From an optimization exercise on the open Yosys and OpenROAD flow, aimed at small area, a short achievable clock period and few clock cycles; shortcuts taken in it are not production practice. Function was not checked in any run shown here: the RTL went through the layout flow alone.

==> flow/design.v, too long to show whole: its modules and the start of the top module <==
// module FA: 10 lines
// module INV: 3 lines
// module NAND2: 3 lines
// module NOR2: 3 lines
// module XOR2: 3 lines
// module XNOR2: 3 lines
// module A21OI: 3 lines
// module O21AI: 3 lines
// module HAN: 9 lines
// module HAP: 9 lines
// module MUX2: 3 lines
// module Bitblade: 1884 lines
// module Cfu: 58 lines
module Cfu (
  input               cmd_valid,
  output              cmd_ready,
  input      [9:0]    cmd_payload_function_id,
  input      [31:0]   cmd_payload_inputs_0,
  input      [31:0]   cmd_payload_inputs_1,
  output              rsp_valid,
  input               rsp_ready,
  output     [31:0]   rsp_payload_outputs_0,
  input               reset,
  input               clk
);
  // ...
==> flow/flow/run.sh <==
#!/bin/bash
# Standard layout, with the port buffers made from sky130_fd_sc_hd__buf_2 cells instead of
# the delay cells the flow picks by default.  make's output goes to
# standard.log; each tool's own log is under orfs/logs/.
set -euo pipefail
export BUFFER_PORTS_ARGS="-buffer_cell sky130_fd_sc_hd__buf_2"
bash standard.sh > standard.log 2>&1
==> flow/standard.sh <==
#!/bin/bash
# synth_recipe.tcl (not shown) runs the flow's synth.tcl, then flattens the netlist and writes it again
# the make line also repeats each setting of config.mk as NAME=value (left out here)
make -C /OpenROAD-flow-scripts/flow DESIGN_CONFIG=/design/flow/config.mk WORK_HOME=/design/flow/orfs CLKGATE_MAP_FILE= SYNTH_SCRIPT=/design/flow/synth_recipe.tcl "${@:-finish}"
==> flow/config.mk <==
export PLATFORM = sky130hd
export DESIGN_NAME = Cfu
export DESIGN_NICKNAME = Cfu
export VERILOG_FILES = /design/flow/design.v
export SDC_FILE = /design/flow/constraint.sdc
export NUM_CORES = 4
export LEC_CHECK = 0
export CAP_MARGIN = 20
export CORE_MARGIN = 2
export CORE_UTILIZATION = 40
export SETUP_SLACK_MARGIN = 1.5
export SLEW_MARGIN = 20
export SYNTH_HIERARCHICAL = 1
export SYNTH_MINIMUM_KEEP_SIZE = 0
==> flow/constraint.sdc <==
create_clock -name core_clock -period 13.5 [get_ports {clk}]
set_input_delay 2.7000 -clock core_clock [delete_from_list [all_inputs] [get_ports {clk}]]
set_output_delay 2.7000 -clock core_clock [all_outputs]
set_load 0.01 [all_outputs]
==> metrics.md, run 1 <==
| Metric | Value |
|---|---|
| Status | complete, no violations |
| Final non-clock buffer share | 5.024% |
| Nets | 1428 |
| Fillers | 2502 |
| GRT Util Overall | 21.69% |
| Die W | 165.8 um |
| I/O pin cnt | 112 |
| Commonest cells post-synth | fa_1, nand2_1, nand3_1 |
| Worst R2R Start | mode |
| Non-clk bufs | 108 |
| Non-clk invs | 59 |
| Met3 Wirelength | 2098 um |
| Final instance area | 0.01116 sq mm |
| CP endpoint | rsp_payload_outputs_0[20] |
| FF/Latch Area | 920.9 sq um |
| Crit path kind | input port to output pin |
| Most frequent CP cell | fa_1 |
| Met1 WL | 11940 um |
| CP delay by family, top | adder cells |
| Hold path start | ups[4] |
| Initial antenna violation count | 0 |
| Final wirelength | 28740 um |
| CP cell instances | buf_2, nand3_1, fa_1, fa_1, fa_1, fa_1, fa_1, fa_1, fa_1, fa_1, nor2_1, a21oi_2, o21ai_1, a21oi_2, o21ai_2, mux2_4, buf_2 |
| Drt drc | 0 |
| DR WL/cell | 20.26 um |
| Area growth from synthesis to layout | 6.498% |
| GR Util met3 | 3.503% |
| Main synth FF type | dfxtp_1 |
| Top cell category | multi-input gates |
| Post-Synth XOR/XNOR Area | 2.926% |
| Buf/Inv on CP | 2 |
| Regs by FF count | acc x32, ups x11 |
| Arr. time, crit path | 9.00 ns |
| Register share of the cell area | 8.254% |
| GP Congestion | 0.9140 |
| Antenna Nets Post-Route | 0 |
| Skew final | 0.007164 ns |
| Tapcell count | 335 |
| Post-synthesis simple-gate area fraction | 21.29% |
| Antenna diodes | 0 |
| Starting Density | 40.43% |
==> inputs of run 2 (changes only) <==
--- a/flow/design.v
+++ b/flow/design.v
@@ -188,158 +188,158 @@
 assign p61 = ~(in_a[27] & in_b[24]);
 wire p62;
 assign p62 = ~(in_a[27] & in_b[25]);
 wire p63;
 assign p63 = ~(in_a[27] & in_b[26]);
 wire p64;
 assign p64 = ~(in_a[27] & in_b[27]);
 wire p65;
-assign p65 = in_a[4] & in_b[4];
+assign p65 = ~(in_a[4] & in_b[4]);
 wire p66;
-assign p66 = in_a[4] & in_b[5];
+assign p66 = ~(in_a[4] & in_b[5]);
 wire p67;
-assign p67 = in_a[4] & in_b[6];
+assign p67 = ~(in_a[4] & in_b[6]);
 wire p68;
-assign p68 = in_a[4] & in_b[7];
+assign p68 = ~(in_a[4] & in_b[7]);
 wire p69;
-assign p69 = in_a[5] & in_b[4];
+assign p69 = ~(in_a[5] & in_b[4]);
 wire p70;
-assign p70 = in_a[5] & in_b[5];
+assign p70 = ~(in_a[5] & in_b[5]);
 wire p71;
-assign p71 = in_a[5] & in_b[6];
+assign p71 = ~(in_a[5] & in_b[6]);
 wire p72;
-assign p72 = in_a[5] & in_b[7];
+assign p72 = ~(in_a[5] & in_b[7]);
 wire p73;
-assign p73 = in_a[6] & in_b[4];
+assign p73 = ~(in_a[6] & in_b[4]);
 wire p74;
-assign p74 = in_a[6] & in_b[5];
+assign p74 = ~(in_a[6] & in_b[5]);
 wire p75;
-assign p75 = in_a[6] & in_b[6];
+assign p75 = ~(in_a[6] & in_b[6]);
 wire p76;
-assign p76 = in_a[6] & in_b[7];
+assign p76 = ~(in_a[6] & in_b[7]);
 wire p77;
-assign p77 = in_a[7] & in_b[4];
+assign p77 = ~(in_a[7] & in_b[4]);
 wire p78;
-assign p78 = in_a[7] & in_b[5];
+assign p78 = ~(in_a[7] & in_b[5]);
 wire p79;
-assign p79 = in_a[7] & in_b[6];
+assign p79 = ~(in_a[7] & in_b[6]);
 wire p80;
-assign p80 = in_a[7] & in_b[7];
+assign p80 = ~(in_a[7] & in_b[7]);
 wire p81;
-assign p81 = in_a[12] & in_b[12];
+assign p81 = ~(in_a[12] & in_b[12]);
 wire p82;
-assign p82 = in_a[12] & in_b[13];
+assign p82 = ~(in_a[12] & in_b[13]);
 wire p83;
-assign p83 = in_a[12] & in_b[14];
+assign p83 = ~(in_a[12] & in_b[14]);
 wire p84;
-assign p84 = in_a[12] & in_b[15];
+assign p84 = ~(in_a[12] & in_b[15]);
 wire p85;
-assign p85 = in_a[13] & in_b[12];
+assign p85 = ~(in_a[13] & in_b[12]);
 wire p86;
-assign p86 = in_a[13] & in_b[13];
+assign p86 = ~(in_a[13] & in_b[13]);
 wire p87;
-assign p87 = in_a[13] & in_b[14];
+assign p87 = ~(in_a[13] & in_b[14]);
 wire p88;
-assign p88 = in_a[13] & in_b[15];
+assign p88 = ~(in_a[13] & in_b[15]);
 wire p89;
-assign p89 = in_a[14] & in_b[12];
+assign p89 = ~(in_a[14] & in_b[12]);
 wire p90;
-assign p90 = in_a[14] & in_b[13];
+assign p90 = ~(in_a[14] & in_b[13]);
 wire p91;
-assign p91 = in_a[14] & in_b[14];
+assign p91 = ~(in_a[14] & in_b[14]);
 wire p92;
-assign p92 = in_a[14] & in_b[15];
+assign p92 = ~(in_a[14] & in_b[15]);
 wire p93;
-assign p93 = in_a[15] & in_b[12];
+assign p93 = ~(in_a[15] & in_b[12]);
 wire p94;
-assign p94 = in_a[15] & in_b[13];
+assign p94 = ~(in_a[15] & in_b[13]);
 wire p95;
-assign p95 = in_a[15] & in_b[14];
+assign p95 = ~(in_a[15] & in_b[14]);
 wire p96;
-assign p96 = in_a[15] & in_b[15];
+assign p96 = ~(in_a[15] & in_b[15]);
 wire p97;
-assign p97 = in_a[20] & in_b[20];
+assign p97 = ~(in_a[20] & in_b[20]);
 wire p98;
-assign p98 = in_a[20] & in_b[21];
+assign p98 = ~(in_a[20] & in_b[21]);
 wire p99;
-assign p99 = in_a[20] & in_b[22];
+assign p99 = ~(in_a[20] & in_b[22]);
 wire p100;
-assign p100 = in_a[20] & in_b[23];
+assign p100 = ~(in_a[20] & in_b[23]);
 wire p101;
-assign p101 = in_a[21] & in_b[20];
+assign p101 = ~(in_a[21] & in_b[20]);
 wire p102;
-assign p102 = in_a[21] & in_b[21];
+assign p102 = ~(in_a[21] & in_b[21]);
 wire p103;
-assign p103 = in_a[21] & in_b[22];
+assign p103 = ~(in_a[21] & in_b[22]);
 wire p104;
-assign p104 = in_a[21] & in_b[23];
+assign p104 = ~(in_a[21] & in_b[23]);
 wire p105;
-assign p105 = in_a[22] & in_b[20];
+assign p105 = ~(in_a[22] & in_b[20]);
 wire p106;
-assign p106 = in_a[22] & in_b[21];
+assign p106 = ~(in_a[22] & in_b[21]);
 wire p107;
-assign p107 = in_a[22] & in_b[22];
+assign p107 = ~(in_a[22] & in_b[22]);
 wire p108;
-assign p108 = in_a[22] & in_b[23];
+assign p108 = ~(in_a[22] & in_b[23]);
 wire p109;
-assign p109 = in_a[23] & in_b[20];
+assign p109 = ~(in_a[23] & in_b[20]);
 wire p110;
-assign p110 = in_a[23] & in_b[21];
+assign p110 = ~(in_a[23] & in_b[21]);
 wire p111;
-assign p111 = in_a[23] & in_b[22];
+assign p111 = ~(in_a[23] & in_b[22]);
 wire p112;
-assign p112 = in_a[23] & in_b[23];
+assign p112 = ~(in_a[23] & in_b[23]);
 wire p113;
-assign p113 = in_a[28] & in_b[28];
+assign p113 = ~(in_a[28] & in_b[28]);
 wire p114;
-assign p114 = in_a[28] & in_b[29];
+assign p114 = ~(in_a[28] & in_b[29]);
 wire p115;
-assign p115 = in_a[28] & in_b[30];
+assign p115 = ~(in_a[28] & in_b[30]);
 wire p116;
-assign p116 = in_a[28] & in_b[31];
+assign p116 = ~(in_a[28] & in_b[31]);
 wire p117;
-assign p117 = in_a[29] & in_b[28];
+assign p117 = ~(in_a[29] & in_b[28]);
 wire p118;
-assign p118 = in_a[29] & in_b[29];
+assign p118 = ~(in_a[29] & in_b[29]);
 wire p119;
-assign p119 = in_a[29] & in_b[30];
+assign p119 = ~(in_a[29] & in_b[30]);
 wire p120;
-assign p120 = in_a[29] & in_b[31];
+assign p120 = ~(in_a[29] & in_b[31]);
 wire p121;
-assign p121 = in_a[30] & in_b[28];
+assign p121 = ~(in_a[30] & in_b[28]);
 wire p122;
-assign p122 = in_a[30] & in_b[29];
+assign p122 = ~(in_a[30] & in_b[29]);
 wire p123;
-assign p123 = in_a[30] & in_b[30];
+assign p123 = ~(in_a[30] & in_b[30]);
 wire p124;
-assign p124 = in_a[30] & in_b[31];
+assign p124 = ~(in_a[30] & in_b[31]);
 wire p125;
-assign p125 = in_a[31] & in_b[28];
+assign p125 = ~(in_a[31] & in_b[28]);
 wire p126;
-assign p126 = in_a[31] & in_b[29];
+assign p126 = ~(in_a[31] & in_b[29]);
 wire p127;
-assign p127 = in_a[31] & in_b[30];
+assign p127 = ~(in_a[31] & in_b[30]);
 wire p128;
-assign p128 = in_a[31] & in_b[31];
+assign p128 = ~(in_a[31] & in_b[31]);
 wire s129;
 wire c130;
 FA fa130 (.a(p65), .b(p81), .ci(p97), .s(s129), .co(c130));
 wire s131;
 wire c132;
 FA fa132 (.a(p66), .b(p69), .ci(p82), .s(s131), .co(c132));
 wire s133;
 wire c134;
 FA fa134 (.a(p85), .b(p98), .ci(p101), .s(s133), .co(c134));
 wire s135;
 wire c136;
 FA fa136 (.a(p114), .b(p117), .ci(c130), .s(s135), .co(c136));
 wire s137;
 wire c138;
-HAP ha138 (.a(s131), .b(s133), .s(s137), .co(c138));
+HAN ha138 (.a(s131), .b(s133), .s(s137), .co(c138));
 wire s139;
 wire c140;
 FA fa140 (.a(p67), .b(p70), .ci(p73), .s(s139), .co(c140));
 wire s141;
 wire c142;
 FA fa142 (.a(p83), .b(p86), .ci(p89), .s(s141), .co(c142));
 wire s143;
 wire c144;
@@ -437,23 +437,23 @@
 wire s205;
 wire c206;
 FA fa206 (.a(s197), .b(s199), .ci(c184), .s(s205), .co(c206));
 wire s207;
 wire c208;
 FA fa208 (.a(c186), .b(s201), .ci(c188), .s(s207), .co(c208));
 wire s209;
 wire c210;
-FA fa210 (.a(s203), .b(c190), .ci(s205), .s(s209), .co(c210));
+FA fa210 (.a(s203), .b(s205), .ci(c190), .s(s209), .co(c210));
 wire s211;
 wire c212;
-FA fa212 (.a(c192), .b(s207), .ci(c194), .s(s211), .co(c212));
+FA fa212 (.a(s207), .b(c192), .ci(s209), .s(s211), .co(c212));
 wire s213;
 wire c214;
-FA fa214 (.a(s209), .b(c196), .ci(s211), .s(s213), .co(c214));
+FA fa214 (.a(c194), .b(s211), .ci(c196), .s(s213), .co(c214));
 wire s215;
 wire c216;
 FA fa216 (.a(p80), .b(p96), .ci(p112), .s(s215), .co(c216));
 wire s217;
 wire c218;
 FA fa218 (.a(p128), .b(c198), .ci(c200), .s(s217), .co(c218));
 wire s219;
 wire c220;
@@ -461,83 +461,83 @@
 wire s221;
 wire c222;
 FA fa222 (.a(s217), .b(c206), .ci(c208), .s(s221), .co(c222));
 wire s223;
 wire c224;
 FA fa224 (.a(s219), .b(c210), .ci(s221), .s(s223), .co(c224));
 wire s225;
 wire c226;
-HAP ha226 (.a(c212), .b(s223), .s(s225), .co(c226));
+HAN ha226 (.a(c212), .b(s223), .s(s225), .co(c226));
 wire s227;
 wire c228;
 FA fa228 (.a(c216), .b(c218), .ci(c220), .s(s227), .co(c228));
 wire s229;
 wire c230;
 FA fa230 (.a(c222), .b(s227), .ci(c224), .s(s229), .co(c230));
 wire h231;
-assign h231 = ~(p113 & sel8);
+assign h231 = p113 | ~sel8;
 wire h232;
-assign h232 = ~(p113 & ~sel8);
+assign h232 = p113 | sel8;
 wire h233;
-assign h233 = ~(s129 & sel8);
+assign h233 = s129 | ~sel8;
 wire h234;
-assign h234 = ~(s129 & ~sel8);
+assign h234 = s129 | sel8;
 wire h235;
-assign h235 = ~(s137 & sel8);
+assign h235 = s137 | ~sel8;
 wire h236;
-assign h236 = ~(s137 & ~sel8);
+assign h236 = s137 | sel8;
 wire h237;
-assign h237 = ~(s135 & sel8);
+assign h237 = s135 | ~sel8;
 wire h238;
-assign h238 = ~(s135 & ~sel8);
+assign h238 = s135 | sel8;
 wire h239;
-assign h239 = ~(s149 & sel8);
+assign h239 = s149 | ~sel8;
 wire h240;
-assign h240 = ~(s149 & ~sel8);
+assign h240 = s149 | sel8;
 wire h241;
-assign h241 = ~(s151 & sel8);
+assign h241 = s151 | ~sel8;
 wire h242;
-assign h242 = ~(s151 & ~sel8);
+assign h242 = s151 | sel8;
 wire h243;
-assign h243 = ~(s173 & sel8);
+assign h243 = s173 | ~sel8;
 wire h244;
-assign h244 = ~(s173 & ~sel8);
+assign h244 = s173 | sel8;
 wire h245;
-assign h245 = ~(s195 & sel8);
+assign h245 = s195 | ~sel8;
 wire h246;
-assign h246 = ~(s195 & ~sel8);
+assign h246 = s195 | sel8;
 wire h247;
-assign h247 = ~(s213 & sel8);
+assign h247 = s213 | ~sel8;
 wire h248;
-assign h248 = ~(s213 & ~sel8);
+assign h248 = s213 | sel8;
 wire h249;
-assign h249 = ~(s225 & sel8);
+assign h249 = s225 | ~sel8;
 wire h250;
-assign h250 = ~(s225 & ~sel8);
+assign h250 = s225 | sel8;
 wire h251;
-assign h251 = ~(c214 & sel8);
+assign h251 = c214 | ~sel8;
 wire h252;
-assign h252 = ~(c214 & ~sel8);
+assign h252 = c214 | sel8;
 wire h253;
-assign h253 = ~(c226 & sel8);
+assign h253 = c226 | ~sel8;
 wire h254;
-assign h254 = ~(c226 & ~sel8);
+assign h254 = c226 | sel8;
 wire h255;
-assign h255 = ~(s229 & sel8);
+assign h255 = s229 | ~sel8;
 wire h256;
-assign h256 = ~(s229 & ~sel8);
+assign h256 = s229 | sel8;
 wire h257;
-assign h257 = ~(c228 & sel8);
+assign h257 = c228 | ~sel8;
 wire h258;
-assign h258 = ~(c228 & ~sel8);
+assign h258 = c228 | sel8;
 wire h259;
-assign h259 = ~(c230 & sel8);
+assign h259 = c230 | ~sel8;
 wire h260;
-assign h260 = ~(c230 & ~sel8);
+assign h260 = c230 | sel8;
 wire m261;
 assign m261 = ~(in_a[28] & in_b[24] & sel8 | p_g[4]);
 wire m262;
 assign m262 = ~(in_a[29] & in_b[24] & sel8 | p_g[5]);
 wire m263;
 assign m263 = ~(in_a[30] & in_b[24] & sel8 | p_g[6]);
 wire m264;
 assign m264 = ~(in_a[31] & in_b[24] & sel8 | p_g[7]);
@@ -865,17 +865,17 @@
 wire s434;
 wire c435;
 FA fa435 (.a(s428), .b(s430), .ci(c413), .s(s434), .co(c435));
 wire s436;
 wire c437;
 FA fa437 (.a(h240), .b(s432), .ci(c415), .s(s436), .co(c437));
 wire s438;
 wire c439;
-FA fa439 (.a(c417), .b(s434), .ci(h242), .s(s438), .co(c439));
+FA fa439 (.a(c417), .b(h242), .ci(s434), .s(s438), .co(c439));
 wire s440;
 wire c441;
 HAN ha441 (.a(c419), .b(s436), .s(s440), .co(c441));
 wire s442;
 wire c443;
 FA fa443 (.a(p4), .b(p7), .ci(p10), .s(s442), .co(c443));
 wire s444;
 wire c445;
@@ -961,17 +961,17 @@
 wire s498;
 wire c499;
 FA fa499 (.a(s492), .b(s494), .ci(c463), .s(s498), .co(c499));
 wire s500;
 wire c501;
 FA fa501 (.a(s496), .b(c465), .ci(s498), .s(s500), .co(c501));
 wire s502;
 wire c503;
-FA fa503 (.a(c467), .b(c469), .ci(s500), .s(s502), .co(c503));
+FA fa503 (.a(c467), .b(c469), .ci(h246), .s(s502), .co(c503));
 wire s504;
 wire c505;
 FA fa505 (.a(p12), .b(p15), .ci(p28), .s(s504), .co(c505));
 wire s506;
 wire c507;
 FA fa507 (.a(p31), .b(p44), .ci(p47), .s(s506), .co(c507));
 wire s508;
 wire c509;
@@ -1024,17 +1024,17 @@
 wire s540;
 wire c541;
 FA fa541 (.a(c497), .b(s536), .ci(c499), .s(s540), .co(c541));
 wire s542;
 wire c543;
 FA fa543 (.a(s538), .b(c501), .ci(s540), .s(s542), .co(c543));
 wire s544;
 wire c545;
-FA fa545 (.a(c503), .b(s542), .ci(h248), .s(s544), .co(c545));
+FA fa545 (.a(c503), .b(h248), .ci(s542), .s(s544), .co(c545));
 wire s546;
 wire c547;
 FA fa547 (.a(p16), .b(p32), .ci(p48), .s(s546), .co(c547));
 wire s548;
 wire c549;
 FA fa549 (.a(p64), .b(p290), .ci(p291), .s(s548), .co(c549));
 wire s550;
 wire c551;
@@ -1099,17 +1099,17 @@
 wire s590;
 wire c591;
 FA fa591 (.a(s586), .b(c539), .ci(c541), .s(s590), .co(c591));
 wire s592;
 wire c593;
 FA fa593 (.a(s588), .b(h250), .ci(s590), .s(s592), .co(c593));
 wire s594;
 wire c595;
-FA fa595 (.a(c543), .b(h252), .ci(s592), .s(s594), .co(c595));
+FA fa595 (.a(h252), .b(c543), .ci(s592), .s(s594), .co(c595));
 wire s596;
 wire c597;
 FA fa597 (.a(p313), .b(p314), .ci(p315), .s(s596), .co(c597));
 wire s598;
 wire c599;
 FA fa599 (.a(p316), .b(p317), .ci(p318), .s(s598), .co(c599));
 wire s600;
 wire c601;
@@ -1255,20 +1255,20 @@
 wire s694;
 wire c695;
 FA fa695 (.a(c633), .b(c635), .ci(s684), .s(s694), .co(c695));
 wire s696;
 wire c697;
 FA fa697 (.a(c637), .b(s686), .ci(s688), .s(s696), .co(c697));
 wire s698;
 wire c699;
-FA fa699 (.a(s690), .b(c639), .ci(s692), .s(s698), .co(c699));
+FA fa699 (.a(s690), .b(c639), .ci(h258), .s(s698), .co(c699));
 wire s700;
 wire c701;
-FA fa701 (.a(h258), .b(c641), .ci(s694), .s(s700), .co(c701));
+FA fa701 (.a(s692), .b(c641), .ci(s694), .s(s700), .co(c701));
 wire s702;
 wire c703;
 FA fa703 (.a(c643), .b(s696), .ci(c645), .s(s702), .co(c703));
 wire s704;
 wire c705;
 FA fa705 (.a(s698), .b(s700), .ci(c647), .s(s704), .co(c705));
 wire s706;
 wire c707;
@@ -1306,17 +1306,17 @@
 wire s728;
 wire c729;
 FA fa729 (.a(s718), .b(ag398), .ci(m266), .s(s728), .co(c729));
 wire s730;
 wire c731;
 FA fa731 (.a(c671), .b(c673), .ci(c675), .s(s730), .co(c731));
 wire s732;
 wire c733;
-FA fa733 (.a(c677), .b(c679), .ci(h235), .s(s732), .co(c733));
+FA fa733 (.a(h235), .b(c677), .ci(c679), .s(s732), .co(c733));
 wire s734;
 wire c735;
 FA fa735 (.a(c681), .b(s720), .ci(s722), .s(s734), .co(c735));
 wire s736;
 wire c737;
 FA fa737 (.a(h237), .b(s724), .ci(s726), .s(s736), .co(c737));
 wire s738;
 wire c739;
@@ -1363,17 +1363,17 @@
 wire s766;
 wire c767;
 FA fa767 (.a(m267), .b(c721), .ci(c723), .s(s766), .co(c767));
 wire s768;
 wire c769;
 FA fa769 (.a(c725), .b(c727), .ci(s760), .s(s768), .co(c769));
 wire s770;
 wire c771;
-FA fa771 (.a(s762), .b(c729), .ci(h239), .s(s770), .co(c771));
+FA fa771 (.a(s762), .b(h239), .ci(c729), .s(s770), .co(c771));
 wire s772;
 wire c773;
 FA fa773 (.a(s764), .b(c731), .ci(c733), .s(s772), .co(c773));
 wire s774;
 wire c775;
 FA fa775 (.a(c735), .b(s766), .ci(c737), .s(s774), .co(c775));
 wire s776;
 wire c777;
@@ -1468,19 +1468,19 @@
 assign g834 = ~(s438 | s440);
 wire q835;
 assign q835 = s438 ^ s440;
 wire g836;
 assign g836 = ~(s466 | s468);
 wire q837;
 assign q837 = s466 ^ s468;
 wire g838;
-assign g838 = ~(h246 | s502);
+assign g838 = ~(s500 | s502);
 wire q839;
-assign q839 = h246 ^ s502;
+assign q839 = s500 ^ s502;
 wire q840;
 assign q840 = ~(s544);
 wire g841;
 assign g841 = ~(c545 | s594);
 wire q842;
 assign q842 = c545 ^ s594;
 wire g843;
 assign g843 = ~(c595 | s652);
@@ -1574,21 +1574,21 @@
 XOR2 u887 (.a(s438), .b(s440), .y(k887));
 wire k888;
 NOR2 u888 (.a(s466), .b(s468), .y(k888));
 wire k889;
 NAND2 u889 (.a(s466), .b(s468), .y(k889));
 wire k890;
 XOR2 u890 (.a(s466), .b(s468), .y(k890));
 wire k891;
-NOR2 u891 (.a(h246), .b(s502), .y(k891));
+NOR2 u891 (.a(s500), .b(s502), .y(k891));
 wire k892;
-NAND2 u892 (.a(h246), .b(s502), .y(k892));
+NAND2 u892 (.a(s500), .b(s502), .y(k892));
 wire k893;
-XOR2 u893 (.a(h246), .b(s502), .y(k893));
+XOR2 u893 (.a(s500), .b(s502), .y(k893));
 wire k894;
 INV u894 (.a(s544), .y(k894));
 wire k895;
 NOR2 u895 (.a(c545), .b(s594), .y(k895));
 wire k896;
 NAND2 u896 (.a(c545), .b(s594), .y(k896));
 wire k897;
 XOR2 u897 (.a(c545), .b(s594), .y(k897));
==> run 2 against run 1 <==
Compared with the run above: still clean; die area rose by 0.19%; sequential cell count stayed put; worst setup slack gained 0.17 ns; via count down 1.3%; synthesized cell count increased by 2.8%; highest routed layer unchanged.
==> metrics.md, run 2 <==
| Metric | Value |
|---|---|
| First-pass GRT wire length | 46400 um |
| Crit path kind | input port to output pin |
| Pre-Repair DR Iteration Count | 5 |
| Placed cell count | 1413 |
| CTS tree | done |
| Main area contributors after synthesis | fa_1, dfxtp_1, nand2_1 |
| GRT Util Overall | 21.47% (-0.22 points) |
| Rel. slew slack | 47.48% |
| Grt total ovfl | 0 |
| # Max-Cap Violations | 0 |
| Dpl hpwl | 23860 um |
| Area growth from synthesis to layout | 5.579% |
| Die W | 166.0 um (about the same) |
| I/O pin cnt | 112 (unchanged) |
| Commonest non-fill, non-tap cell in the layout | fa_1 |
| Drt drc | 0 (unchanged) |
| Antenna Nets Post-Route | 0 (unchanged) |
| Starting Density | 40.51% (+0.077 points) |
| RSZ-0062 raised after global routing | no |
| Reg2reg setup slack | 6.05 ns |
| #FFs+latches synth | 46 |
| WP data required | 10.80 ns |
| EDFF count, synth | 0 |
| GP Congestion | 0.8816 (-3.5%) |
| Final worst path period need | 11.54 ns |
| Crit start category | input port |
| Asr flop ratio synth | 0% |
| Sequential share of the synthesized area | 8.773% |
| Largest register FFs | 32 |
| Regs by FF count | acc x32, ups x11 |
| Final slew viol count | 0 |
| Num rows | 59 |
| Max Clk Rate | 86.68 MHz |
| Count of final hold-check violations | 0 |
| Non-Filler Instances | 1422 |
| Skew final | 0.01264 ns (+0.005477 ns) |
| Top-count cell post-synth | fa_1 |
| TritonCTS Buffers | 5 |
| Syn nets | 1433 |
| Finished Core Util | 42.77% |
| Fillers | 2546 (+1.8%) |
| Synthesized area | 0.01050 sq mm |
| Commonest cells after routing, fill and taps aside | fa_1, nand2_1, nand3_1, buf_2, inv_1 |
| Vias/cell | 5.397 |
| Final instance area | 0.01108 sq mm (-0.67%) |
| CTS Sinks | 46 |
| Nets | 1430 (+0.14%) |
| Number of library cell types mapped by synthesis | 47 |
| Main synth FF type | dfxtp_1 |
| Die height | 166.0 um |
| Largest net degree at the start of global routing | 145 |
| Commonest cells post-synth | fa_1, nand2_1, nand3_1 |
| Worst-Margin Slew | 0.7869 ns |
| CTS H-tree depth | 2 |
| Final Cycle Share | 85.45% |
| Arr. time, crit path | 8.84 ns (-0.16 ns) |
| Number of global-route vias before repair | 8420 |
| Total number of vias | 7674 |
| Hold crit path type | register to register |
| DR WL/cell | 19.68 um (-2.9%) |
| Warnings, synthesis | 7 |
| Layout cells sized above 1 | 17.13% |
| Area of the die | 0.02755 sq mm |
| Clock root cell | clkbuf_16 |
| Mapped Cells | 1088 |
| Post-DP Area | 0.01092 sq mm |
| Setup tns final | 0 ns |
| Clock-pin slew on the worst setup and hold paths | 0.08 ns |
| Yosys top cell area share | 49.21% |
| Skew-Pair Late Insertion Delay | 0.29 ns |
| Avg Inst Size Synth | 9.647 sq um |
| Port Buffers | 105 |
| Largest area contributor in the netlist | fa_1 |
| Core ar. | 0.02591 sq mm |
| Deepest clock path buffer count | 2 |
| Initial antenna violation count | 0 (unchanged) |
| DRC violation total after the first TritonRoute iteration | 678 |
| Status | complete, no violations |
| Setup violations, final | 0 |
| Crit path max fanout | 13 |
| Setup crit end kind | output pin |
| Reg with most FFs | acc |
| Final wirelength | 27980 um (-2.7%) |
## run 2: changes by cell type after synthesis, sizes merged, moves of 3 or more
cell	change
clkbuf	+25
nand2	+42
and2	-59
buf	+3
or2	+14
inv	+5
mux2i	-4
## run 2: per-layer routing
metal	routed length, um	track usage [%]	up-vias	share of wire [%]
met3	2264	4.028	26	8.1
met2	13380	36.03	327	48
met5	0	0	-	0
met4	360	2.533	0	1.3
met1	11970	30.05	3890	43
li1	-	-	3431	-
## run 2: logic make-up (layout without fill, tap and decap cells)
kind of cell             count (synthesis)  after routing  synth area share (%)
flip-flops                              46             46                 8.773
other                                    0              1                     0
AO/OA/AOI/OAI                           94             94                 6.616
adder cells (fa/ha/maj)                267            267                 50.28
AND/OR/NAND/NOR                        434            434                 20.19
buffers and inverters                  182            180                 7.701
multiplexers                            30             30                 3.516
XOR/XNOR                                35             35                 2.921
## run 2: final timing paths
path,from,to,cells after the start
hold / removal,ups[4],ups[4],2
setup reg to reg,mode,acc[22],17
setup / recovery,cmd_payload_inputs_0[4],rsp_payload_outputs_0[22],18
hold reg to reg,ups[4],ups[4],2
## run 2: what timing repair did
action / CTS / global route
setup endpoints to repair: 0 / 13
resized for setup: 0 / 1
setup buffers: 0 / 0
hold buffers: 0 / 0
## run 2: cell type report
| cell class | instances | area, sq um | area share, % |
|---|---|---|---|
| Clock buffer | 5 | 125.1 | 1.129 |
| Inverter | 64 | 240.2 | 2.168 |
| Sequential cell | 46 | 920.9 | 8.310 |
| Clock inverter | 3 | 26.28 | 0.2371 |
| Multi-Input combinational cell | 860 | 8787 | 79.29 |
| Tap cell | 335 | 419.2 | 3.782 |
| Antenna cell | 1 | 2.502 | 0.02258 |
| Timing Repair Buffer | 108 | 560.5 | 5.058 |
## run 2: stage by stage
step	setup slack (ns)	hold WS, ns
floorplan	1.920	0.4442
global placement	1.723	0.4552
detailed placement	1.681	0.4582
CTS	1.669	0.4754
global route	1.659	0.4961
finish	1.964	0.4729
## run 2: modules after synthesis, one instance, submodules excluded, excerpt
module	cells	area [sq um]	copies in the design
HAN	5	27.53	8
FA	1	20.02	258
XOR2	1	8.758	26
Bitblade	498	2552	1
NAND2	1	3.754	40
XNOR2	1	8.758	9
## run 2: critical path, cell delays in order
cell     delay, ns
buf_2         0.21
nand2_1       0.11
fa_1          0.47
fa_1          0.45
fa_1          0.48
fa_1          0.45
fa_1          0.42
fa_1          0.49
or2_2         0.34
fa_1          0.51
fa_1          0.46
nor2_1        0.22
a21oi_2       0.10
o21ai_1       0.27
a21oi_2       0.10
o21ai_4       0.55
mux2_4        0.37
buf_2         0.14

-- afterwards: timing with drivers on the ports --
In the flow no input, the clock included, has a driving cell. The finished layouts below were timed again as built, in two steps. Step 1: set_driving_cell puts a clkbuf_16 on clk and a buf_2 on each other input, an assumption about the parent block. Step 2, shift: input delay + t, output delay - t, t = (earliest + latest rising clock arrival at the registers) / 2. This alone moves slack from input paths to output paths. Three values: no drivers, after step 1, after step 2; two values: the first two.
run | t (ns) | setup WS [ns] | worst register clock-pin slew, ns
run 1 | 0.328 | 1.795 / 1.775 / 1.775 | 0.08 / 0.08
run 2 | 0.320 | 1.964 / 1.941 / 1.941 | 0.08 / 0.08
After both steps setup and hold are still met in every run listed. For run 2, which loses most, drivers alone change the setup slack by -0.023 ns; drivers and shift together by -0.023 ns.
